Context: an optimization exercise on an open-source flow, tuned for small area, a short achievable clock period and few clock cycles per item. The choices shown serve that exercise and are no tape-out recipe. The RTL of this run was laid out without a check of its function. No activity file was given, so power comes from the tool's default toggle rates.

--- run.sh ---
#!/bin/bash
# synth_recipe.tcl (not shown) runs the flow's synth.tcl, then flattens the netlist and writes it again
# the make line also repeats each setting of config.mk as NAME=value (left out here)
make -C /OpenROAD-flow-scripts/flow DESIGN_CONFIG=/design/flow/config.mk WORK_HOME=/design/flow/orfs CLKGATE_MAP_FILE= SYNTH_SCRIPT=/design/flow/synth_recipe.tcl finish
--- config.mk ---
export PLATFORM = sky130hd
export DESIGN_NAME = FP16_MAC_pipeline
export DESIGN_NICKNAME = FP16_MAC_pipeline
export VERILOG_FILES = /design/flow/design.v
export SDC_FILE = /design/flow/constraint.sdc
export NUM_CORES = 4
export LEC_CHECK = 0
export CAP_MARGIN = 20
export CORE_MARGIN = 2
export CORE_UTILIZATION = 40
export SLEW_MARGIN = 20
--- constraint.sdc ---
create_clock -name core_clock -period 6.0 [get_ports {clk}]
set_input_delay 1.2000 -clock core_clock [delete_from_list [all_inputs] [get_ports {clk}]]
set_output_delay 1.2000 -clock core_clock [all_outputs]
set_load 0.01 [all_outputs]
--- design.v ---
module FP16_MAC_pipeline(
    input [15:0]data_k,
    input [15:0]data_x,
    input [15:0]data_b,
    input rst,
    input input_valid,
    input clk,
    input [1:0]opcode,
    output reg [15:0]data_o,
    output reg output_up,
    output reg [1:0]opcode_o
    );
    wire [15:0] k_0;
    wire [15:0] x_0;
    wire [15:0] b_0;
    wire [1:0] op_0;
    wire v_0;
    assign k_0 = data_k;
    assign x_0 = data_x;
    assign b_0 = data_b;
    assign op_0 = opcode;
    assign v_0 = input_valid;
    reg [15:0] b_r1;
    reg [15:0] k_r1;
    reg [1:0] op_r1;
    reg v_r1;
    reg [15:0] x_r1;
    always @(posedge clk) begin
        b_r1 <= b_0;
        k_r1 <= k_0;
        op_r1 <= op_0;
        v_r1 <= v_0 & ~rst;
        x_r1 <= x_0;
    end
    wire [10:0] mk_1;
    wire [10:0] mx_1;
    wire [4:0] eb_1;
    wire [10:0] mb_1;
    wire [6:0] e0_1;
    wire sub_1;
    wire sp_1;
    wire sb_1;
    wire nzk_dec1 = |k_r1[14:10];
    wire nzx_dec1 = |x_r1[14:10];
    wire nzb_dec1 = |b_r1[14:10];
    assign mk_1 = {nzk_dec1, k_r1[9:0]};
    assign mx_1 = {nzx_dec1, x_r1[9:0]};
    assign mb_1 = {nzb_dec1, b_r1[9:0]};
    wire [4:0] ek_dec1 = nzk_dec1 ? k_r1[14:10] : {4'd0, |k_r1[9:0]};
    wire [4:0] ex_dec1 = nzx_dec1 ? x_r1[14:10] : {4'd0, |x_r1[9:0]};
    assign eb_1 = nzb_dec1 ? b_r1[14:10] : {4'd0, |b_r1[9:0]};
    assign e0_1 = {2'b00, ek_dec1} + {2'b00, ex_dec1} - 7'd15;
    assign sp_1 = k_r1[15] ^ x_r1[15];
    assign sb_1 = b_r1[15];
    assign sub_1 = k_r1[15] ^ x_r1[15] ^ b_r1[15];
    wire pp0_0_1;
    wire nbn0_1;
    wire pp0_1_1;
    wire pp0_2_1;
    wire pp1_0_1;
    wire nbn1_1;
    wire pp0_3_1;
    wire pp1_1_1;
    wire pp0_4_1;
    wire pp1_2_1;
    wire pp2_0_1;
    wire nbn2_1;
    wire pp0_5_1;
    wire pp1_3_1;
    wire pp2_1_1;
    wire pp0_6_1;
    wire pp1_4_1;
    wire pp2_2_1;
    wire pp3_0_1;
    wire nbn3_1;
    wire pp0_7_1;
    wire pp1_5_1;
    wire pp2_3_1;
    wire pp3_1_1;
    wire pp0_8_1;
    wire pp1_6_1;
    wire pp2_4_1;
    wire pp3_2_1;
    wire pp4_0_1;
    wire nbn4_1;
    wire pp0_9_1;
    wire pp1_7_1;
    wire pp2_5_1;
    wire pp3_3_1;
    wire pp4_1_1;
    wire pp0_10_1;
    wire pp1_8_1;
    wire pp2_6_1;
    wire pp3_4_1;
    wire pp4_2_1;
    wire pp5_0_1;
    wire pp0_11_1;
    wire pp1_9_1;
    wire pp2_7_1;
    wire pp3_5_1;
    wire pp4_3_1;
    wire pp5_1_1;
    wire ps0_1;
    wire pp1_10_1;
    wire pp2_8_1;
    wire pp3_6_1;
    wire pp4_4_1;
    wire pp5_2_1;
    wire pp1_11_1;
    wire pp2_9_1;
    wire pp3_7_1;
    wire pp4_5_1;
    wire pp5_3_1;
    wire ps1_1;
    wire pp2_10_1;
    wire pp3_8_1;
    wire pp4_6_1;
    wire pp5_4_1;
    wire pp2_11_1;
    wire pp3_9_1;
    wire pp4_7_1;
    wire pp5_5_1;
    wire ps2_1;
    wire pp3_10_1;
    wire pp4_8_1;
    wire pp5_6_1;
    wire pp3_11_1;
    wire pp4_9_1;
    wire pp5_7_1;
    wire ps3_1;
    wire pp4_10_1;
    wire pp5_8_1;
    wire pp4_11_1;
    wire pp5_9_1;
    wire ps4_1;
    wire pp5_10_1;
    wire pp5_11_1;
    wire bo0_ppg1 = mx_1[0] ^ 1'b0;
    wire bt0_ppg1 = (mx_1[1] & ~mx_1[0] & ~1'b0) | (~mx_1[1] & mx_1[0] & 1'b0);
    wire bn0_ppg1 = mx_1[1];
    assign pp0_0_1 = ((bo0_ppg1 & mk_1[0]) | (bt0_ppg1 & 1'b0)) ^ bn0_ppg1;
    assign pp0_1_1 = ((bo0_ppg1 & mk_1[1]) | (bt0_ppg1 & mk_1[0])) ^ bn0_ppg1;
    assign pp0_2_1 = ((bo0_ppg1 & mk_1[2]) | (bt0_ppg1 & mk_1[1])) ^ bn0_ppg1;
    assign pp0_3_1 = ((bo0_ppg1 & mk_1[3]) | (bt0_ppg1 & mk_1[2])) ^ bn0_ppg1;
    assign pp0_4_1 = ((bo0_ppg1 & mk_1[4]) | (bt0_ppg1 & mk_1[3])) ^ bn0_ppg1;
    assign pp0_5_1 = ((bo0_ppg1 & mk_1[5]) | (bt0_ppg1 & mk_1[4])) ^ bn0_ppg1;
    assign pp0_6_1 = ((bo0_ppg1 & mk_1[6]) | (bt0_ppg1 & mk_1[5])) ^ bn0_ppg1;
    assign pp0_7_1 = ((bo0_ppg1 & mk_1[7]) | (bt0_ppg1 & mk_1[6])) ^ bn0_ppg1;
    assign pp0_8_1 = ((bo0_ppg1 & mk_1[8]) | (bt0_ppg1 & mk_1[7])) ^ bn0_ppg1;
    assign pp0_9_1 = ((bo0_ppg1 & mk_1[9]) | (bt0_ppg1 & mk_1[8])) ^ bn0_ppg1;
    assign pp0_10_1 = ((bo0_ppg1 & mk_1[10]) | (bt0_ppg1 & mk_1[9])) ^ bn0_ppg1;
    assign pp0_11_1 = ((bo0_ppg1 & 1'b0) | (bt0_ppg1 & mk_1[10])) ^ bn0_ppg1;
    assign ps0_1 = ~bn0_ppg1;
    wire bo1_ppg1 = mx_1[2] ^ mx_1[1];
    wire bt1_ppg1 = (mx_1[3] & ~mx_1[2] & ~mx_1[1]) | (~mx_1[3] & mx_1[2] & mx_1[1]);
    wire bn1_ppg1 = mx_1[3];
    assign pp1_0_1 = ((bo1_ppg1 & mk_1[0]) | (bt1_ppg1 & 1'b0)) ^ bn1_ppg1;
    assign pp1_1_1 = ((bo1_ppg1 & mk_1[1]) | (bt1_ppg1 & mk_1[0])) ^ bn1_ppg1;
    assign pp1_2_1 = ((bo1_ppg1 & mk_1[2]) | (bt1_ppg1 & mk_1[1])) ^ bn1_ppg1;
    assign pp1_3_1 = ((bo1_ppg1 & mk_1[3]) | (bt1_ppg1 & mk_1[2])) ^ bn1_ppg1;
    assign pp1_4_1 = ((bo1_ppg1 & mk_1[4]) | (bt1_ppg1 & mk_1[3])) ^ bn1_ppg1;
    assign pp1_5_1 = ((bo1_ppg1 & mk_1[5]) | (bt1_ppg1 & mk_1[4])) ^ bn1_ppg1;
    assign pp1_6_1 = ((bo1_ppg1 & mk_1[6]) | (bt1_ppg1 & mk_1[5])) ^ bn1_ppg1;
    assign pp1_7_1 = ((bo1_ppg1 & mk_1[7]) | (bt1_ppg1 & mk_1[6])) ^ bn1_ppg1;
    assign pp1_8_1 = ((bo1_ppg1 & mk_1[8]) | (bt1_ppg1 & mk_1[7])) ^ bn1_ppg1;
    assign pp1_9_1 = ((bo1_ppg1 & mk_1[9]) | (bt1_ppg1 & mk_1[8])) ^ bn1_ppg1;
    assign pp1_10_1 = ((bo1_ppg1 & mk_1[10]) | (bt1_ppg1 & mk_1[9])) ^ bn1_ppg1;
    assign pp1_11_1 = ((bo1_ppg1 & 1'b0) | (bt1_ppg1 & mk_1[10])) ^ bn1_ppg1;
    assign ps1_1 = ~bn1_ppg1;
    wire bo2_ppg1 = mx_1[4] ^ mx_1[3];
    wire bt2_ppg1 = (mx_1[5] & ~mx_1[4] & ~mx_1[3]) | (~mx_1[5] & mx_1[4] & mx_1[3]);
    wire bn2_ppg1 = mx_1[5];
    assign pp2_0_1 = ((bo2_ppg1 & mk_1[0]) | (bt2_ppg1 & 1'b0)) ^ bn2_ppg1;
    assign pp2_1_1 = ((bo2_ppg1 & mk_1[1]) | (bt2_ppg1 & mk_1[0])) ^ bn2_ppg1;
    assign pp2_2_1 = ((bo2_ppg1 & mk_1[2]) | (bt2_ppg1 & mk_1[1])) ^ bn2_ppg1;
    assign pp2_3_1 = ((bo2_ppg1 & mk_1[3]) | (bt2_ppg1 & mk_1[2])) ^ bn2_ppg1;
    assign pp2_4_1 = ((bo2_ppg1 & mk_1[4]) | (bt2_ppg1 & mk_1[3])) ^ bn2_ppg1;
    assign pp2_5_1 = ((bo2_ppg1 & mk_1[5]) | (bt2_ppg1 & mk_1[4])) ^ bn2_ppg1;
    assign pp2_6_1 = ((bo2_ppg1 & mk_1[6]) | (bt2_ppg1 & mk_1[5])) ^ bn2_ppg1;
    assign pp2_7_1 = ((bo2_ppg1 & mk_1[7]) | (bt2_ppg1 & mk_1[6])) ^ bn2_ppg1;
    assign pp2_8_1 = ((bo2_ppg1 & mk_1[8]) | (bt2_ppg1 & mk_1[7])) ^ bn2_ppg1;
    assign pp2_9_1 = ((bo2_ppg1 & mk_1[9]) | (bt2_ppg1 & mk_1[8])) ^ bn2_ppg1;
    assign pp2_10_1 = ((bo2_ppg1 & mk_1[10]) | (bt2_ppg1 & mk_1[9])) ^ bn2_ppg1;
    assign pp2_11_1 = ((bo2_ppg1 & 1'b0) | (bt2_ppg1 & mk_1[10])) ^ bn2_ppg1;
    assign ps2_1 = ~bn2_ppg1;
    wire bo3_ppg1 = mx_1[6] ^ mx_1[5];
    wire bt3_ppg1 = (mx_1[7] & ~mx_1[6] & ~mx_1[5]) | (~mx_1[7] & mx_1[6] & mx_1[5]);
    wire bn3_ppg1 = mx_1[7];
    assign pp3_0_1 = ((bo3_ppg1 & mk_1[0]) | (bt3_ppg1 & 1'b0)) ^ bn3_ppg1;
    assign pp3_1_1 = ((bo3_ppg1 & mk_1[1]) | (bt3_ppg1 & mk_1[0])) ^ bn3_ppg1;
    assign pp3_2_1 = ((bo3_ppg1 & mk_1[2]) | (bt3_ppg1 & mk_1[1])) ^ bn3_ppg1;
    assign pp3_3_1 = ((bo3_ppg1 & mk_1[3]) | (bt3_ppg1 & mk_1[2])) ^ bn3_ppg1;
    assign pp3_4_1 = ((bo3_ppg1 & mk_1[4]) | (bt3_ppg1 & mk_1[3])) ^ bn3_ppg1;
    assign pp3_5_1 = ((bo3_ppg1 & mk_1[5]) | (bt3_ppg1 & mk_1[4])) ^ bn3_ppg1;
    assign pp3_6_1 = ((bo3_ppg1 & mk_1[6]) | (bt3_ppg1 & mk_1[5])) ^ bn3_ppg1;
    assign pp3_7_1 = ((bo3_ppg1 & mk_1[7]) | (bt3_ppg1 & mk_1[6])) ^ bn3_ppg1;
    assign pp3_8_1 = ((bo3_ppg1 & mk_1[8]) | (bt3_ppg1 & mk_1[7])) ^ bn3_ppg1;
    assign pp3_9_1 = ((bo3_ppg1 & mk_1[9]) | (bt3_ppg1 & mk_1[8])) ^ bn3_ppg1;
    assign pp3_10_1 = ((bo3_ppg1 & mk_1[10]) | (bt3_ppg1 & mk_1[9])) ^ bn3_ppg1;
    assign pp3_11_1 = ((bo3_ppg1 & 1'b0) | (bt3_ppg1 & mk_1[10])) ^ bn3_ppg1;
    assign ps3_1 = ~bn3_ppg1;
    wire bo4_ppg1 = mx_1[8] ^ mx_1[7];
    wire bt4_ppg1 = (mx_1[9] & ~mx_1[8] & ~mx_1[7]) | (~mx_1[9] & mx_1[8] & mx_1[7]);
    wire bn4_ppg1 = mx_1[9];
    assign pp4_0_1 = ((bo4_ppg1 & mk_1[0]) | (bt4_ppg1 & 1'b0)) ^ bn4_ppg1;
    assign pp4_1_1 = ((bo4_ppg1 & mk_1[1]) | (bt4_ppg1 & mk_1[0])) ^ bn4_ppg1;
    assign pp4_2_1 = ((bo4_ppg1 & mk_1[2]) | (bt4_ppg1 & mk_1[1])) ^ bn4_ppg1;
    assign pp4_3_1 = ((bo4_ppg1 & mk_1[3]) | (bt4_ppg1 & mk_1[2])) ^ bn4_ppg1;
    assign pp4_4_1 = ((bo4_ppg1 & mk_1[4]) | (bt4_ppg1 & mk_1[3])) ^ bn4_ppg1;
    assign pp4_5_1 = ((bo4_ppg1 & mk_1[5]) | (bt4_ppg1 & mk_1[4])) ^ bn4_ppg1;
    assign pp4_6_1 = ((bo4_ppg1 & mk_1[6]) | (bt4_ppg1 & mk_1[5])) ^ bn4_ppg1;
    assign pp4_7_1 = ((bo4_ppg1 & mk_1[7]) | (bt4_ppg1 & mk_1[6])) ^ bn4_ppg1;
    assign pp4_8_1 = ((bo4_ppg1 & mk_1[8]) | (bt4_ppg1 & mk_1[7])) ^ bn4_ppg1;
    assign pp4_9_1 = ((bo4_ppg1 & mk_1[9]) | (bt4_ppg1 & mk_1[8])) ^ bn4_ppg1;
    assign pp4_10_1 = ((bo4_ppg1 & mk_1[10]) | (bt4_ppg1 & mk_1[9])) ^ bn4_ppg1;
    assign pp4_11_1 = ((bo4_ppg1 & 1'b0) | (bt4_ppg1 & mk_1[10])) ^ bn4_ppg1;
    assign ps4_1 = ~bn4_ppg1;
    wire bo5_ppg1 = mx_1[10] ^ mx_1[9];
    wire bt5_ppg1 = (1'b0 & ~mx_1[10] & ~mx_1[9]) | (~1'b0 & mx_1[10] & mx_1[9]);
    wire bn5_ppg1 = 1'b0;
    assign pp5_0_1 = ((bo5_ppg1 & mk_1[0]) | (bt5_ppg1 & 1'b0)) ^ bn5_ppg1;
    assign pp5_1_1 = ((bo5_ppg1 & mk_1[1]) | (bt5_ppg1 & mk_1[0])) ^ bn5_ppg1;
    assign pp5_2_1 = ((bo5_ppg1 & mk_1[2]) | (bt5_ppg1 & mk_1[1])) ^ bn5_ppg1;
    assign pp5_3_1 = ((bo5_ppg1 & mk_1[3]) | (bt5_ppg1 & mk_1[2])) ^ bn5_ppg1;
    assign pp5_4_1 = ((bo5_ppg1 & mk_1[4]) | (bt5_ppg1 & mk_1[3])) ^ bn5_ppg1;
    assign pp5_5_1 = ((bo5_ppg1 & mk_1[5]) | (bt5_ppg1 & mk_1[4])) ^ bn5_ppg1;
    assign pp5_6_1 = ((bo5_ppg1 & mk_1[6]) | (bt5_ppg1 & mk_1[5])) ^ bn5_ppg1;
    assign pp5_7_1 = ((bo5_ppg1 & mk_1[7]) | (bt5_ppg1 & mk_1[6])) ^ bn5_ppg1;
    assign pp5_8_1 = ((bo5_ppg1 & mk_1[8]) | (bt5_ppg1 & mk_1[7])) ^ bn5_ppg1;
    assign pp5_9_1 = ((bo5_ppg1 & mk_1[9]) | (bt5_ppg1 & mk_1[8])) ^ bn5_ppg1;
    assign pp5_10_1 = ((bo5_ppg1 & mk_1[10]) | (bt5_ppg1 & mk_1[9])) ^ bn5_ppg1;
    assign pp5_11_1 = ((bo5_ppg1 & 1'b0) | (bt5_ppg1 & mk_1[10])) ^ bn5_ppg1;
    assign nbn0_1 = bn0_ppg1;
    assign nbn1_1 = bn1_ppg1;
    assign nbn2_1 = bn2_ppg1;
    assign nbn3_1 = bn3_ppg1;
    assign nbn4_1 = bn4_ppg1;
    wire hs1_1;
    wire hc2_1;
    wire hs3_1;
    wire hc4_1;
    assign hs1_1 = ps0_1 ^ pp1_10_1;
    assign hc2_1 = ps0_1 & pp1_10_1;
    assign hs3_1 = pp1_11_1 ^ pp2_9_1;
    assign hc4_1 = pp1_11_1 & pp2_9_1;
    wire hs5_1;
    wire hc6_1;
    wire hs7_1;
    wire hc8_1;
    wire fs9_1;
    wire fc10_1;
    wire hs11_1;
    wire hc12_1;
    wire fs13_1;
    wire fc14_1;
    wire hs15_1;
    wire hc16_1;
    wire fs17_1;
    wire fc18_1;
    wire fs19_1;
    wire fc20_1;
    wire fs21_1;
    wire fc22_1;
    wire fs23_1;
    wire fc24_1;
    wire fs25_1;
    wire fc26_1;
    wire fs27_1;
    wire fc28_1;
    wire fs29_1;
    wire fc30_1;
    wire fs31_1;
    wire fc32_1;
    wire fs33_1;
    wire fc34_1;
    wire fs35_1;
    wire fc36_1;
    wire fs37_1;
    wire fc38_1;
    wire hs39_1;
    wire hc40_1;
    wire fs41_1;
    wire fc42_1;
    wire hs43_1;
    wire hc44_1;
    assign hs5_1 = pp0_6_1 ^ pp1_4_1;
    assign hc6_1 = pp0_6_1 & pp1_4_1;
    assign hs7_1 = pp0_7_1 ^ pp1_5_1;
    assign hc8_1 = pp0_7_1 & pp1_5_1;
    assign fs9_1 = pp0_8_1 ^ pp1_6_1 ^ pp2_4_1;
    assign fc10_1 = (pp0_8_1 & pp1_6_1) | (pp0_8_1 & pp2_4_1) | (pp1_6_1 & pp2_4_1);
    assign hs11_1 = pp3_2_1 ^ pp4_0_1;
    assign hc12_1 = pp3_2_1 & pp4_0_1;
    assign fs13_1 = pp0_9_1 ^ pp1_7_1 ^ pp2_5_1;
    assign fc14_1 = (pp0_9_1 & pp1_7_1) | (pp0_9_1 & pp2_5_1) | (pp1_7_1 & pp2_5_1);
    assign hs15_1 = pp3_3_1 ^ pp4_1_1;
    assign hc16_1 = pp3_3_1 & pp4_1_1;
    assign fs17_1 = pp0_10_1 ^ pp1_8_1 ^ pp2_6_1;
    assign fc18_1 = (pp0_10_1 & pp1_8_1) | (pp0_10_1 & pp2_6_1) | (pp1_8_1 & pp2_6_1);
    assign fs19_1 = pp3_4_1 ^ pp4_2_1 ^ pp5_0_1;
    assign fc20_1 = (pp3_4_1 & pp4_2_1) | (pp3_4_1 & pp5_0_1) | (pp4_2_1 & pp5_0_1);
    assign fs21_1 = pp0_11_1 ^ pp1_9_1 ^ pp2_7_1;
    assign fc22_1 = (pp0_11_1 & pp1_9_1) | (pp0_11_1 & pp2_7_1) | (pp1_9_1 & pp2_7_1);
    assign fs23_1 = pp3_5_1 ^ pp4_3_1 ^ pp5_1_1;
    assign fc24_1 = (pp3_5_1 & pp4_3_1) | (pp3_5_1 & pp5_1_1) | (pp4_3_1 & pp5_1_1);
    assign fs25_1 = pp2_8_1 ^ pp3_6_1 ^ pp4_4_1;
    assign fc26_1 = (pp2_8_1 & pp3_6_1) | (pp2_8_1 & pp4_4_1) | (pp3_6_1 & pp4_4_1);
    assign fs27_1 = pp5_2_1 ^ 1'b1 ^ hs1_1;
    assign fc28_1 = (pp5_2_1 & 1'b1) | (pp5_2_1 & hs1_1) | (1'b1 & hs1_1);
    assign fs29_1 = pp3_7_1 ^ pp4_5_1 ^ pp5_3_1;
    assign fc30_1 = (pp3_7_1 & pp4_5_1) | (pp3_7_1 & pp5_3_1) | (pp4_5_1 & pp5_3_1);
    assign fs31_1 = 1'b1 ^ hs3_1 ^ hc2_1;
    assign fc32_1 = (1'b1 & hs3_1) | (1'b1 & hc2_1) | (hs3_1 & hc2_1);
    assign fs33_1 = ps1_1 ^ pp2_10_1 ^ pp3_8_1;
    assign fc34_1 = (ps1_1 & pp2_10_1) | (ps1_1 & pp3_8_1) | (pp2_10_1 & pp3_8_1);
    assign fs35_1 = pp4_6_1 ^ pp5_4_1 ^ hc4_1;
    assign fc36_1 = (pp4_6_1 & pp5_4_1) | (pp4_6_1 & hc4_1) | (pp5_4_1 & hc4_1);
    assign fs37_1 = pp2_11_1 ^ pp3_9_1 ^ pp4_7_1;
    assign fc38_1 = (pp2_11_1 & pp3_9_1) | (pp2_11_1 & pp4_7_1) | (pp3_9_1 & pp4_7_1);
    assign hs39_1 = pp5_5_1 ^ 1'b1;
    assign hc40_1 = pp5_5_1 & 1'b1;
    assign fs41_1 = ps2_1 ^ pp3_10_1 ^ pp4_8_1;
    assign fc42_1 = (ps2_1 & pp3_10_1) | (ps2_1 & pp4_8_1) | (pp3_10_1 & pp4_8_1);
    assign hs43_1 = pp3_11_1 ^ pp4_9_1;
    assign hc44_1 = pp3_11_1 & pp4_9_1;
    reg [6:0] e0_r2;
    reg [4:0] eb_r2;
    reg fc10_r2;
    reg fc14_r2;
    reg fc18_r2;
    reg fc20_r2;
    reg fc22_r2;
    reg fc24_r2;
    reg fc26_r2;
    reg fc28_r2;
    reg fc30_r2;
    reg fc32_r2;
    reg fc34_r2;
    reg fc36_r2;
    reg fc38_r2;
    reg fc42_r2;
    reg fs13_r2;
    reg fs17_r2;
    reg fs19_r2;
    reg fs21_r2;
    reg fs23_r2;
    reg fs25_r2;
    reg fs27_r2;
    reg fs29_r2;
    reg fs31_r2;
    reg fs33_r2;
    reg fs35_r2;
    reg fs37_r2;
    reg fs41_r2;
    reg fs9_r2;
    reg hc12_r2;
    reg hc16_r2;
    reg hc40_r2;
    reg hc44_r2;
    reg hc6_r2;
    reg hc8_r2;
    reg hs11_r2;
    reg hs15_r2;
    reg hs39_r2;
    reg hs43_r2;
    reg hs5_r2;
    reg hs7_r2;
    reg [10:0] mb_r2;
    reg nbn0_r2;
    reg nbn1_r2;
    reg nbn2_r2;
    reg nbn3_r2;
    reg nbn4_r2;
    reg [1:0] op_r2;
    reg pp0_0_r2;
    reg pp0_1_r2;
    reg pp0_2_r2;
    reg pp0_3_r2;
    reg pp0_4_r2;
    reg pp0_5_r2;
    reg pp1_0_r2;
    reg pp1_1_r2;
    reg pp1_2_r2;
    reg pp1_3_r2;
    reg pp2_0_r2;
    reg pp2_1_r2;
    reg pp2_2_r2;
    reg pp2_3_r2;
    reg pp3_0_r2;
    reg pp3_1_r2;
    reg pp4_10_r2;
    reg pp4_11_r2;
    reg pp5_10_r2;
    reg pp5_11_r2;
    reg pp5_6_r2;
    reg pp5_7_r2;
    reg pp5_8_r2;
    reg pp5_9_r2;
    reg ps3_r2;
    reg ps4_r2;
    reg sb_r2;
    reg sp_r2;
    reg sub_r2;
    reg v_r2;
    always @(posedge clk) begin
        e0_r2 <= e0_1;
        eb_r2 <= eb_1;
        fc10_r2 <= fc10_1;
        fc14_r2 <= fc14_1;
        fc18_r2 <= fc18_1;
        fc20_r2 <= fc20_1;
        fc22_r2 <= fc22_1;
        fc24_r2 <= fc24_1;
        fc26_r2 <= fc26_1;
        fc28_r2 <= fc28_1;
        fc30_r2 <= fc30_1;
        fc32_r2 <= fc32_1;
        fc34_r2 <= fc34_1;
        fc36_r2 <= fc36_1;
        fc38_r2 <= fc38_1;
        fc42_r2 <= fc42_1;
        fs13_r2 <= fs13_1;
        fs17_r2 <= fs17_1;
        fs19_r2 <= fs19_1;
        fs21_r2 <= fs21_1;
        fs23_r2 <= fs23_1;
        fs25_r2 <= fs25_1;
        fs27_r2 <= fs27_1;
        fs29_r2 <= fs29_1;
        fs31_r2 <= fs31_1;
        fs33_r2 <= fs33_1;
        fs35_r2 <= fs35_1;
        fs37_r2 <= fs37_1;
        fs41_r2 <= fs41_1;
        fs9_r2 <= fs9_1;
        hc12_r2 <= hc12_1;
        hc16_r2 <= hc16_1;
        hc40_r2 <= hc40_1;
        hc44_r2 <= hc44_1;
        hc6_r2 <= hc6_1;
        hc8_r2 <= hc8_1;
        hs11_r2 <= hs11_1;
        hs15_r2 <= hs15_1;
        hs39_r2 <= hs39_1;
        hs43_r2 <= hs43_1;
        hs5_r2 <= hs5_1;
        hs7_r2 <= hs7_1;
        mb_r2 <= mb_1;
        nbn0_r2 <= nbn0_1;
        nbn1_r2 <= nbn1_1;
        nbn2_r2 <= nbn2_1;
        nbn3_r2 <= nbn3_1;
        nbn4_r2 <= nbn4_1;
        op_r2 <= op_r1;
        pp0_0_r2 <= pp0_0_1;
        pp0_1_r2 <= pp0_1_1;
        pp0_2_r2 <= pp0_2_1;
        pp0_3_r2 <= pp0_3_1;
        pp0_4_r2 <= pp0_4_1;
        pp0_5_r2 <= pp0_5_1;
        pp1_0_r2 <= pp1_0_1;
        pp1_1_r2 <= pp1_1_1;
        pp1_2_r2 <= pp1_2_1;
        pp1_3_r2 <= pp1_3_1;
        pp2_0_r2 <= pp2_0_1;
        pp2_1_r2 <= pp2_1_1;
        pp2_2_r2 <= pp2_2_1;
        pp2_3_r2 <= pp2_3_1;
        pp3_0_r2 <= pp3_0_1;
        pp3_1_r2 <= pp3_1_1;
        pp4_10_r2 <= pp4_10_1;
        pp4_11_r2 <= pp4_11_1;
        pp5_10_r2 <= pp5_10_1;
        pp5_11_r2 <= pp5_11_1;
        pp5_6_r2 <= pp5_6_1;
        pp5_7_r2 <= pp5_7_1;
        pp5_8_r2 <= pp5_8_1;
        pp5_9_r2 <= pp5_9_1;
        ps3_r2 <= ps3_1;
        ps4_r2 <= ps4_1;
        sb_r2 <= sb_1;
        sp_r2 <= sp_1;
        sub_r2 <= sub_1;
        v_r2 <= v_r1 & ~rst;
    end
    wire hs45_2;
    wire hc46_2;
    wire hs47_2;
    wire hc48_2;
    wire fs49_2;
    wire fc50_2;
    wire fs51_2;
    wire fc52_2;
    wire fs53_2;
    wire fc54_2;
    wire fs55_2;
    wire fc56_2;
    wire fs57_2;
    wire fc58_2;
    wire fs59_2;
    wire fc60_2;
    wire fs61_2;
    wire fc62_2;
    wire fs63_2;
    wire fc64_2;
    wire fs65_2;
    wire fc66_2;
    wire fs67_2;
    wire fc68_2;
    wire fs69_2;
    wire fc70_2;
    wire fs71_2;
    wire fc72_2;
    wire fs73_2;
    wire fc74_2;
    wire hs75_2;
    wire hc76_2;
    assign hs45_2 = pp0_4_r2 ^ pp1_2_r2;
    assign hc46_2 = pp0_4_r2 & pp1_2_r2;
    assign hs47_2 = pp0_5_r2 ^ pp1_3_r2;
    assign hc48_2 = pp0_5_r2 & pp1_3_r2;
    assign fs49_2 = pp2_2_r2 ^ pp3_0_r2 ^ nbn3_r2;
    assign fc50_2 = (pp2_2_r2 & pp3_0_r2) | (pp2_2_r2 & nbn3_r2) | (pp3_0_r2 & nbn3_r2);
    assign fs51_2 = pp2_3_r2 ^ pp3_1_r2 ^ hs7_r2;
    assign fc52_2 = (pp2_3_r2 & pp3_1_r2) | (pp2_3_r2 & hs7_r2) | (pp3_1_r2 & hs7_r2);
    assign fs53_2 = nbn4_r2 ^ fs9_r2 ^ hs11_r2;
    assign fc54_2 = (nbn4_r2 & fs9_r2) | (nbn4_r2 & hs11_r2) | (fs9_r2 & hs11_r2);
    assign fs55_2 = fs13_r2 ^ hs15_r2 ^ fc10_r2;
    assign fc56_2 = (fs13_r2 & hs15_r2) | (fs13_r2 & fc10_r2) | (hs15_r2 & fc10_r2);
    assign fs57_2 = fs17_r2 ^ fs19_r2 ^ fc14_r2;
    assign fc58_2 = (fs17_r2 & fs19_r2) | (fs17_r2 & fc14_r2) | (fs19_r2 & fc14_r2);
    assign fs59_2 = fs21_r2 ^ fs23_r2 ^ fc18_r2;
    assign fc60_2 = (fs21_r2 & fs23_r2) | (fs21_r2 & fc18_r2) | (fs23_r2 & fc18_r2);
    assign fs61_2 = fs25_r2 ^ fs27_r2 ^ fc22_r2;
    assign fc62_2 = (fs25_r2 & fs27_r2) | (fs25_r2 & fc22_r2) | (fs27_r2 & fc22_r2);
    assign fs63_2 = fs29_r2 ^ fs31_r2 ^ fc26_r2;
    assign fc64_2 = (fs29_r2 & fs31_r2) | (fs29_r2 & fc26_r2) | (fs31_r2 & fc26_r2);
    assign fs65_2 = fs33_r2 ^ fs35_r2 ^ fc30_r2;
    assign fc66_2 = (fs33_r2 & fs35_r2) | (fs33_r2 & fc30_r2) | (fs35_r2 & fc30_r2);
    assign fs67_2 = fs37_r2 ^ hs39_r2 ^ fc34_r2;
    assign fc68_2 = (fs37_r2 & hs39_r2) | (fs37_r2 & fc34_r2) | (hs39_r2 & fc34_r2);
    assign fs69_2 = pp5_6_r2 ^ fs41_r2 ^ fc38_r2;
    assign fc70_2 = (pp5_6_r2 & fs41_r2) | (pp5_6_r2 & fc38_r2) | (fs41_r2 & fc38_r2);
    assign fs71_2 = pp5_7_r2 ^ 1'b1 ^ hs43_r2;
    assign fc72_2 = (pp5_7_r2 & 1'b1) | (pp5_7_r2 & hs43_r2) | (1'b1 & hs43_r2);
    assign fs73_2 = ps3_r2 ^ pp4_10_r2 ^ pp5_8_r2;
    assign fc74_2 = (ps3_r2 & pp4_10_r2) | (ps3_r2 & pp5_8_r2) | (pp4_10_r2 & pp5_8_r2);
    assign hs75_2 = pp4_11_r2 ^ pp5_9_r2;
    assign hc76_2 = pp4_11_r2 & pp5_9_r2;
    wire hs77_2;
    wire hc78_2;
    wire hs79_2;
    wire hc80_2;
    wire fs81_2;
    wire fc82_2;
    wire fs83_2;
    wire fc84_2;
    wire fs85_2;
    wire fc86_2;
    wire fs87_2;
    wire fc88_2;
    wire fs89_2;
    wire fc90_2;
    wire fs91_2;
    wire fc92_2;
    wire fs93_2;
    wire fc94_2;
    wire fs95_2;
    wire fc96_2;
    wire fs97_2;
    wire fc98_2;
    wire fs99_2;
    wire fc100_2;
    wire fs101_2;
    wire fc102_2;
    wire fs103_2;
    wire fc104_2;
    wire fs105_2;
    wire fc106_2;
    wire fs107_2;
    wire fc108_2;
    wire fs109_2;
    wire fc110_2;
    wire fs111_2;
    wire fc112_2;
    wire fs113_2;
    wire fc114_2;
    wire hs115_2;
    wire hc116_2;
    assign hs77_2 = pp0_2_r2 ^ pp1_0_r2;
    assign hc78_2 = pp0_2_r2 & pp1_0_r2;
    assign hs79_2 = pp0_3_r2 ^ pp1_1_r2;
    assign hc80_2 = pp0_3_r2 & pp1_1_r2;
    assign fs81_2 = pp2_0_r2 ^ nbn2_r2 ^ hs45_2;
    assign fc82_2 = (pp2_0_r2 & nbn2_r2) | (pp2_0_r2 & hs45_2) | (nbn2_r2 & hs45_2);
    assign fs83_2 = pp2_1_r2 ^ hs47_2 ^ hc46_2;
    assign fc84_2 = (pp2_1_r2 & hs47_2) | (pp2_1_r2 & hc46_2) | (hs47_2 & hc46_2);
    assign fs85_2 = hs5_r2 ^ fs49_2 ^ hc48_2;
    assign fc86_2 = (hs5_r2 & fs49_2) | (hs5_r2 & hc48_2) | (fs49_2 & hc48_2);
    assign fs87_2 = hc6_r2 ^ fs51_2 ^ fc50_2;
    assign fc88_2 = (hc6_r2 & fs51_2) | (hc6_r2 & fc50_2) | (fs51_2 & fc50_2);
    assign fs89_2 = hc8_r2 ^ fs53_2 ^ fc52_2;
    assign fc90_2 = (hc8_r2 & fs53_2) | (hc8_r2 & fc52_2) | (fs53_2 & fc52_2);
    assign fs91_2 = hc12_r2 ^ fs55_2 ^ fc54_2;
    assign fc92_2 = (hc12_r2 & fs55_2) | (hc12_r2 & fc54_2) | (fs55_2 & fc54_2);
    assign fs93_2 = hc16_r2 ^ fs57_2 ^ fc56_2;
    assign fc94_2 = (hc16_r2 & fs57_2) | (hc16_r2 & fc56_2) | (fs57_2 & fc56_2);
    assign fs95_2 = fc20_r2 ^ fs59_2 ^ fc58_2;
    assign fc96_2 = (fc20_r2 & fs59_2) | (fc20_r2 & fc58_2) | (fs59_2 & fc58_2);
    assign fs97_2 = fc24_r2 ^ fs61_2 ^ fc60_2;
    assign fc98_2 = (fc24_r2 & fs61_2) | (fc24_r2 & fc60_2) | (fs61_2 & fc60_2);
    assign fs99_2 = fc28_r2 ^ fs63_2 ^ fc62_2;
    assign fc100_2 = (fc28_r2 & fs63_2) | (fc28_r2 & fc62_2) | (fs63_2 & fc62_2);
    assign fs101_2 = fc32_r2 ^ fs65_2 ^ fc64_2;
    assign fc102_2 = (fc32_r2 & fs65_2) | (fc32_r2 & fc64_2) | (fs65_2 & fc64_2);
    assign fs103_2 = fc36_r2 ^ fs67_2 ^ fc66_2;
    assign fc104_2 = (fc36_r2 & fs67_2) | (fc36_r2 & fc66_2) | (fs67_2 & fc66_2);
    assign fs105_2 = hc40_r2 ^ fs69_2 ^ fc68_2;
    assign fc106_2 = (hc40_r2 & fs69_2) | (hc40_r2 & fc68_2) | (fs69_2 & fc68_2);
    assign fs107_2 = fc42_r2 ^ fs71_2 ^ fc70_2;
    assign fc108_2 = (fc42_r2 & fs71_2) | (fc42_r2 & fc70_2) | (fs71_2 & fc70_2);
    assign fs109_2 = hc44_r2 ^ fs73_2 ^ fc72_2;
    assign fc110_2 = (hc44_r2 & fs73_2) | (hc44_r2 & fc72_2) | (fs73_2 & fc72_2);
    assign fs111_2 = 1'b1 ^ hs75_2 ^ fc74_2;
    assign fc112_2 = (1'b1 & hs75_2) | (1'b1 & fc74_2) | (hs75_2 & fc74_2);
    assign fs113_2 = ps4_r2 ^ pp5_10_r2 ^ hc76_2;
    assign fc114_2 = (ps4_r2 & pp5_10_r2) | (ps4_r2 & hc76_2) | (pp5_10_r2 & hc76_2);
    assign hs115_2 = pp5_11_r2 ^ 1'b1;
    assign hc116_2 = pp5_11_r2 & 1'b1;
    wire [21:0] p_2;
    assign p_2 = {hs115_2, fs113_2, fs111_2, fs109_2, fs107_2, fs105_2, fs103_2, fs101_2, fs99_2, fs97_2, fs95_2, fs93_2, fs91_2, fs89_2, fs87_2, fs85_2, fs83_2, fs81_2, hs79_2, nbn1_r2, pp0_1_r2, pp0_0_r2} + {fc114_2, fc112_2, fc110_2, fc108_2, fc106_2, fc104_2, fc102_2, fc100_2, fc98_2, fc96_2, fc94_2, fc92_2, fc90_2, fc88_2, fc86_2, fc84_2, fc82_2, hc80_2, hc78_2, hs77_2, 1'b0, nbn0_r2};
    reg [6:0] e0_r3;
    reg [4:0] eb_r3;
    reg [10:0] mb_r3;
    reg [1:0] op_r3;
    reg [21:0] p_r3;
    reg sb_r3;
    reg sp_r3;
    reg sub_r3;
    reg v_r3;
    always @(posedge clk) begin
        e0_r3 <= e0_r2;
        eb_r3 <= eb_r2;
        mb_r3 <= mb_r2;
        op_r3 <= op_r2;
        p_r3 <= p_2;
        sb_r3 <= sb_r2;
        sp_r3 <= sp_r2;
        sub_r3 <= sub_r2;
        v_r3 <= v_r2 & ~rst;
    end
    wire [20:0] pn_3;
    wire ph_3;
    wire [4:0] d_3;
    wire big_3;
    wire [6:0] eh_3;
    wire sh_3;
    wire p21_norm3 = p_r3[21];
    assign pn_3 = p21_norm3 ? p_r3[21:1] : p_r3[20:0];
    wire signed [6:0] ep_norm3 = e0_r3 + {6'd0, p21_norm3};
    assign ph_3 = ep_norm3 > $signed({2'b00, eb_r3});
    wire [6:0] dd_norm3 = ph_3 ? ep_norm3 - {2'b00, eb_r3} : {2'b00, eb_r3} - ep_norm3;
    assign d_3 = dd_norm3[4:0];
    assign big_3 = dd_norm3 > 7'd21;
    assign eh_3 = ph_3 ? ep_norm3 : {2'b00, eb_r3};
    assign sh_3 = ph_3 ? sp_r3 : sb_r3;
    reg big_r4;
    reg [4:0] d_r4;
    reg [6:0] eh_r4;
    reg [10:0] mb_r4;
    reg [1:0] op_r4;
    reg ph_r4;
    reg [20:0] pn_r4;
    reg sh_r4;
    reg sub_r4;
    reg v_r4;
    always @(posedge clk) begin
        big_r4 <= big_3;
        d_r4 <= d_3;
        eh_r4 <= eh_3;
        mb_r4 <= mb_r3;
        op_r4 <= op_r3;
        ph_r4 <= ph_3;
        pn_r4 <= pn_3;
        sh_r4 <= sh_3;
        sub_r4 <= sub_r3;
        v_r4 <= v_r3 & ~rst;
    end
    wire [20:0] hi_4;
    wire [31:0] lo_4;
    wire [25:0] msk_4;
    assign hi_4 = ph_r4 ? pn_r4 : {mb_r4, 10'd0};
    wire [31:0] lo0_align4 = ph_r4 ? {mb_r4, 21'd0} : {pn_r4, 11'd0};
    assign lo_4 = big_r4 ? 32'd0 : lo0_align4 >> d_r4;
    wire [32:0] mk33_align4 = 33'h100000000 >> eh_r4[5:0];
    assign msk_4 = (eh_r4 <= 7'd25) ? mk33_align4[32:7] : 26'd0;
    reg [6:0] eh_r5;
    reg [20:0] hi_r5;
    reg [31:0] lo_r5;
    reg [25:0] msk_r5;
    reg [1:0] op_r5;
    reg sh_r5;
    reg sub_r5;
    reg v_r5;
    always @(posedge clk) begin
        eh_r5 <= eh_r4;
        hi_r5 <= hi_4;
        lo_r5 <= lo_4;
        msk_r5 <= msk_4;
        op_r5 <= op_r4;
        sh_r5 <= sh_r4;
        sub_r5 <= sub_r4;
        v_r5 <= v_r4 & ~rst;
    end
    wire [32:0] a_5;
    wire sgn_5;
    wire [32:0] hh_addsub5 = {1'b0, hi_r5, 11'd0};
    wire [32:0] r_addsub5 = sub_r5 ? hh_addsub5 - {1'b0, lo_r5} : hh_addsub5 + {1'b0, lo_r5};
    wire neg_addsub5 = sub_r5 & r_addsub5[32];
    assign a_5 = neg_addsub5 ? -r_addsub5 : r_addsub5;
    assign sgn_5 = sh_r5 ^ neg_addsub5;
    reg [32:0] a_r6;
    reg [6:0] eh_r6;
    reg [25:0] msk_r6;
    reg [1:0] op_r6;
    reg sgn_r6;
    reg v_r6;
    always @(posedge clk) begin
        a_r6 <= a_5;
        eh_r6 <= eh_r5;
        msk_r6 <= msk_r5;
        op_r6 <= op_r5;
        sgn_r6 <= sgn_5;
        v_r6 <= v_r5 & ~rst;
    end
    wire [4:0] s_6;
    wire zero_6;
    wire [25:0] q_lzc6 = a_r6[32:7] | msk_r6;
    reg [4:0] lz_lzc6;
    integer i_lzc6;
    always @(*) begin
        lz_lzc6 = 5'd25;
        for (i_lzc6 = 0; i_lzc6 <= 25; i_lzc6 = i_lzc6 + 1)
            if (q_lzc6[i_lzc6]) lz_lzc6 = 25 - i_lzc6;
    end
    assign s_6 = lz_lzc6;
    assign zero_6 = ~|a_r6[32:7];
    reg [32:0] a_r7;
    reg [6:0] eh_r7;
    reg [1:0] op_r7;
    reg [4:0] s_r7;
    reg sgn_r7;
    reg v_r7;
    reg zero_r7;
    always @(posedge clk) begin
        a_r7 <= a_r6;
        eh_r7 <= eh_r6;
        op_r7 <= op_r6;
        s_r7 <= s_6;
        sgn_r7 <= sgn_r6;
        v_r7 <= v_r6 & ~rst;
        zero_r7 <= zero_6;
    end
    wire [10:0] man_7;
    wire rnd_7;
    wire [6:0] ef_7;
    wire [35:0] z_shift7 = {a_r7, 3'b000} << s_r7;
    assign man_7 = z_shift7[35:25];
    assign rnd_7 = z_shift7[24];
    assign ef_7 = eh_r7 - {2'b00, s_r7};
    reg [6:0] ef_r8;
    reg [10:0] man_r8;
    reg [1:0] op_r8;
    reg rnd_r8;
    reg sgn_r8;
    reg v_r8;
    reg zero_r8;
    always @(posedge clk) begin
        ef_r8 <= ef_7;
        man_r8 <= man_7;
        op_r8 <= op_r7;
        rnd_r8 <= rnd_7;
        sgn_r8 <= sgn_r7;
        v_r8 <= v_r7 & ~rst;
        zero_r8 <= zero_r7;
    end
    wire [15:0] res_8;
    wire [16:0] t_round8 = {ef_r8, 10'd0} + {6'd0, man_r8} + {16'd0, rnd_r8};
    assign res_8 = zero_r8 ? 16'd0 :
                   (t_round8[16:10] > 7'd30) ? {sgn_r8, 15'h7bff} :
                   (t_round8 == 17'd0) ? 16'd0 : {sgn_r8, t_round8[14:0]};
always @(posedge clk) begin
    output_up <= v_r8 & ~rst;
    opcode_o  <= op_r8;
    data_o    <= res_8;
end
endmodule
==> summary.md <==
| Metric | Value |
|---|---|
| Status | complete, no violations |
| Nets | ~2600 |
| Layout area overhead | 12.6% |
| Critical path required time | 6500 ps |
| Overall die width | 244 um |
| Post-route minimum period | around 4400 ps |
| Worst path bufs/invs | 2 |
| Headroom to the max-slew limit | between 30% and 40% |
| CP startpoint kind | flop |
| CP max-delay cell | o41ai_1 |
| Pwr Density | ~600 nW/um^2 |
| Met1 Usage GRT | 22.8% |
| Post-CTS setup buffers | 0 |
| Peak Freq | approximately 0.23 GHz |
| # DRC | 0 |
| Synth area leaders | dfxtp_1, ha_1, nor2_1 |
| Setup-failing EPs final | 0 |
| Total wire length | 53.0 mm |
| Starting density of the core | between 40% and 50% |
| Total CTS buffers | 53 |
| Util after Layout | a little under half |
| CP Class | reg -> reg |
| Hold path cells | 0 |
| Stages on the worst setup path | 13 |
| Max-Cap Viols | 0 |
| Vias in the first global route | 16300 |
| GP Congestion | ~0.88 |
| Worst Max-Slew Pin Slew | just under 1000 ps |
| Avg Vias per Cell | about 5.2 |
| Clk buf depth | 3 |
| Worst skew pair latency | 620 ps |
| Post-Synthesis Net Count | around 2600 |
| CTS root buf | clkbuf_16 |
| Drt wl/cell | roughly 17 um |
| Count of different cell masters after synthesis | 98 |
| CTS Sinks | 505 |
| Met2 usage | between 30% and 40% |
| Met3 Track Usage GR | 2.66% |
| DR pass1 iterations | 5 |
| Synth top area share | between 40 and 50% |
| 1st-iter DRT viols | roughly 1200 |
| Port Buffers | just over 70 |
| H-tree depth | 2 |
| Yosys top cell by area | dfxtp_1 |
| FFs w/ async S/R, synth | 0% |
| Max Fanout on Critical Path | 6 |
| Cell family with most CP delay | compound AO/OA/AOI/OAI gates |
| Core area | 57400 um^2 |
| Reg clk slew, reported paths | 60 ps |
| Critical Path AT | around 4900 ps |
| Initial antenna violation count | 1 |
| Crit-path max cell delay | roughly 570 ps |
| Rows | 88 |
| Crit end category | flop |
| Fin Setup TNS | 0 ps |
| CTS tree | built |
| Gr usage total | approximately 18% |
| Post-CTS Hold Buffers | 0 |
| RSZ-0062 raised after global routing | false |
| Top_reg_cell synth | dfxtp_1 |
| Synth Instances | around 2400 |
| Hold_ws | approximately 300 ps |
| Post-synth EDFFs | 0 |
| Most used routing layer | met2 |
| Worst min path class | reg -> reg |
| Diode count | 0 |
| Via total after detailed routing | 16700 |
| Ys Warns | 1 |
| Period Utilization, post-route | around three quarters |
| Worst vdd ir | 286 uV |
| Total gr overflow | 0 |
| Placed wire-length estimate | 39.8 mm |
| Netlist Area Pre-Place | 23100 um^2 |
| Yosys reg bits | about 510 |
| Clk_skew | about 34 ps |
| Seq/Total Area, Yosys | 43.8% |
| Layout cells sized above 1 | 9.52% |
| Num ports | between 70 and 80 |
| CP cell instances | fa_1 > inv_1 > fa_1 > inv_1 > ha_1 > a2111o_1 > a31o_2 > a32o_1 > o41ai_1 > o21ai_0 > or4_1 > a31oi_1 > xnor2_1 |
| Synthesized area per cell | around 9.7 um^2 |
| CTS resizes | 0 |
| Global-route wire length before repair | roughly 86 mm |
| Post-DRT Antenna Nets | 0 |
| Largest net degree at the start of global routing | 52 |
| Cells on worst reg2reg path | 13 |
| Die area | between 50000 and 60000 um^2 |
| Fin. Hold Viols | 0 |
| Pleak | between 0.01 and 0.015 uW |
| Pins over their slew limit | 0 |
| Die H | around 240 um |
-- final cells by class --
| class | instances | area [um^2] |
|---|---|---|
| fillers | 5410 | 31400 |
| multi-input cells | 1598 | 11900 |
| flip-flops and latches | 505 | 10100 |
| clock buffers | 78 | 1540 |
| well taps | 765 | 957 |
| repair buffers | 89 | 846 |
| inverters | 130 | 488 |
| clock inverters | 15 | 200 |
-- worst paths after layout --
check | from | end | slack, ps
setup / recovery | nbn3_r2$_DFF_P_ | p_r3[21]$_DFF_P_ | 1620
hold / removal | a_r6[0]$_DFF_P_ | a_r7[0]$_DFF_P_ | 300
setup reg to reg | nbn3_r2$_DFF_P_ | p_r3[21]$_DFF_P_ | 1620
hold reg to reg | a_r6[0]$_DFF_P_ | a_r7[0]$_DFF_P_ | 300
-- flip-flops by register name (all words and copies together), names as in the netlist, 7 cells and up --
name,flops
e0_r3,7
a_r7,33
eh_r4,7
mb_r4,11
data_o,16
b_r1,16
ef_r8,7
hi_r5,21
p_r3,22
mb_r3,11
lo_r5,32
man_r8,11
mb_r2,11
msk_r5,25
eh_r7,7
pn_r4,21
eh_r5,7
x_r1,16
k_r1,16
a_r6,33
eh_r6,7
msk_r6,25
e0_r2,7
-- placed cells by master (no fill, tap or decap), drive strengths merged, types with 38 or more instances in the layout --
master,Yosys,layout
mux2i,50,50
nor2,249,249
dfxtp,505,505
a21oi,152,152
fa,45,45
ha,111,111
nand3,39,39
nor2b,38,38
mux2,49,49
o21ai,100,100
o22ai,46,46
nor3,43,43
clkbuf,114,78
nand2,121,121
a221oi,38,38
clkdlybuf4s50,0,71
xnor2,81,81
inv,126,131
xor2,40,40
-- power by group --
group | internal, uW | switching, uW
Sequential | 4330 | 770
Clock | 1880 | 1340
Combinational | 3320 | 4260
Total | 9530 | 6370
-- routing by layer --
layer / routed length (um) / vias up / part of all wire, %
met5: 0 / - / 0
met4: 1150 / 0 / 2.2
met3: 2220 / 80 / 4.2
met2: 25600 / 370 / 48
met1: 23900 / 7887 / 45
li1: - / 8348 / -
-- cell usage after synthesis, types with 5 or more instances --
cell      count
a211o_1      10
and2_1       27
nand3_1      38
buf_6         5
xor2_1       40
inv_1       124
o22ai_1      46
a41oi_1       6
ha_1        111
nor3_1       42
nand4_1       6
dfxtp_1     505
a21oi_1     151
mux2_2       49
a211oi_1     22
or3_1        11
o21ai_0      97
clkbuf_1    109
o211ai_1      8
nor3b_1       8
a31oi_1      18
nor2_1      248
fa_1         45
nor2b_1      38
o21a_1        8
xnor2_1      81
o21bai_1      9
nand2_1     121
a31o_2        6
and3_1       16
o31ai_1      17
mux2i_1      50
buf_1        19
a21o_1       18
a22o_1       11
or2_2        13
nand2b_1     30
a221oi_1     38
mux4_2       32
a22oi_1      11
or4_1        10
nor4_1       22
-- logic make-up after synthesis --
family / Yosys count / share of synthesized area [%]
compound gates: 540 / 15.5
xor+xnor: 121 / 4.59
fa+ha+maj: 156 / 9.92
buf+inv: 274 / 4.88
flops: 505 / 43.8
mux: 131 / 7.68
other cells: 1 / 0.0162
simple gates: 649 / 13.6
-- per-stage QoR --
stage               cells  setup WS, ps  power [uW]  instance area (um^2)
floorplan            2377          2020       10800                 23100
global placement     3087          1700       12600                 24300
detailed placement   3087          1600       12700                 24300
CTS                  3180          1590       16000                 26000
global route         3180          1410       17100                 26000
finish               3180          1620       15900                 26000

-- port drivers added, routing unchanged --
The results above use ideal ports. As a check the final layout listed here was re-extracted and re-timed, cells and wires unchanged. Step 1 (the two cells are an assumption about what drives the block):
set clk [get_ports {clk}]
set_driving_cell -lib_cell sky130_fd_sc_hd__clkbuf_16 $clk
set_driving_cell -lib_cell sky130_fd_sc_hd__buf_2 [delete_from_list [all_inputs] $clk]
Step 2 times the ports against the registers' clock, not the clock port: input delays grow and output delays shrink by t, the midpoint of the rising clock arrivals with the driver on. a / b / c = no drivers / after step 1 / after step 2; a / b = the first two.
t, ns: 0.659
setup slack, ns: 1.618 / 1.618 / 1.618
worst setup path at the end: register to register
After both steps this run still meets setup and hold. The setup slack of this run moves by 0.000 ns with the drivers and by 0.000 ns with both steps.
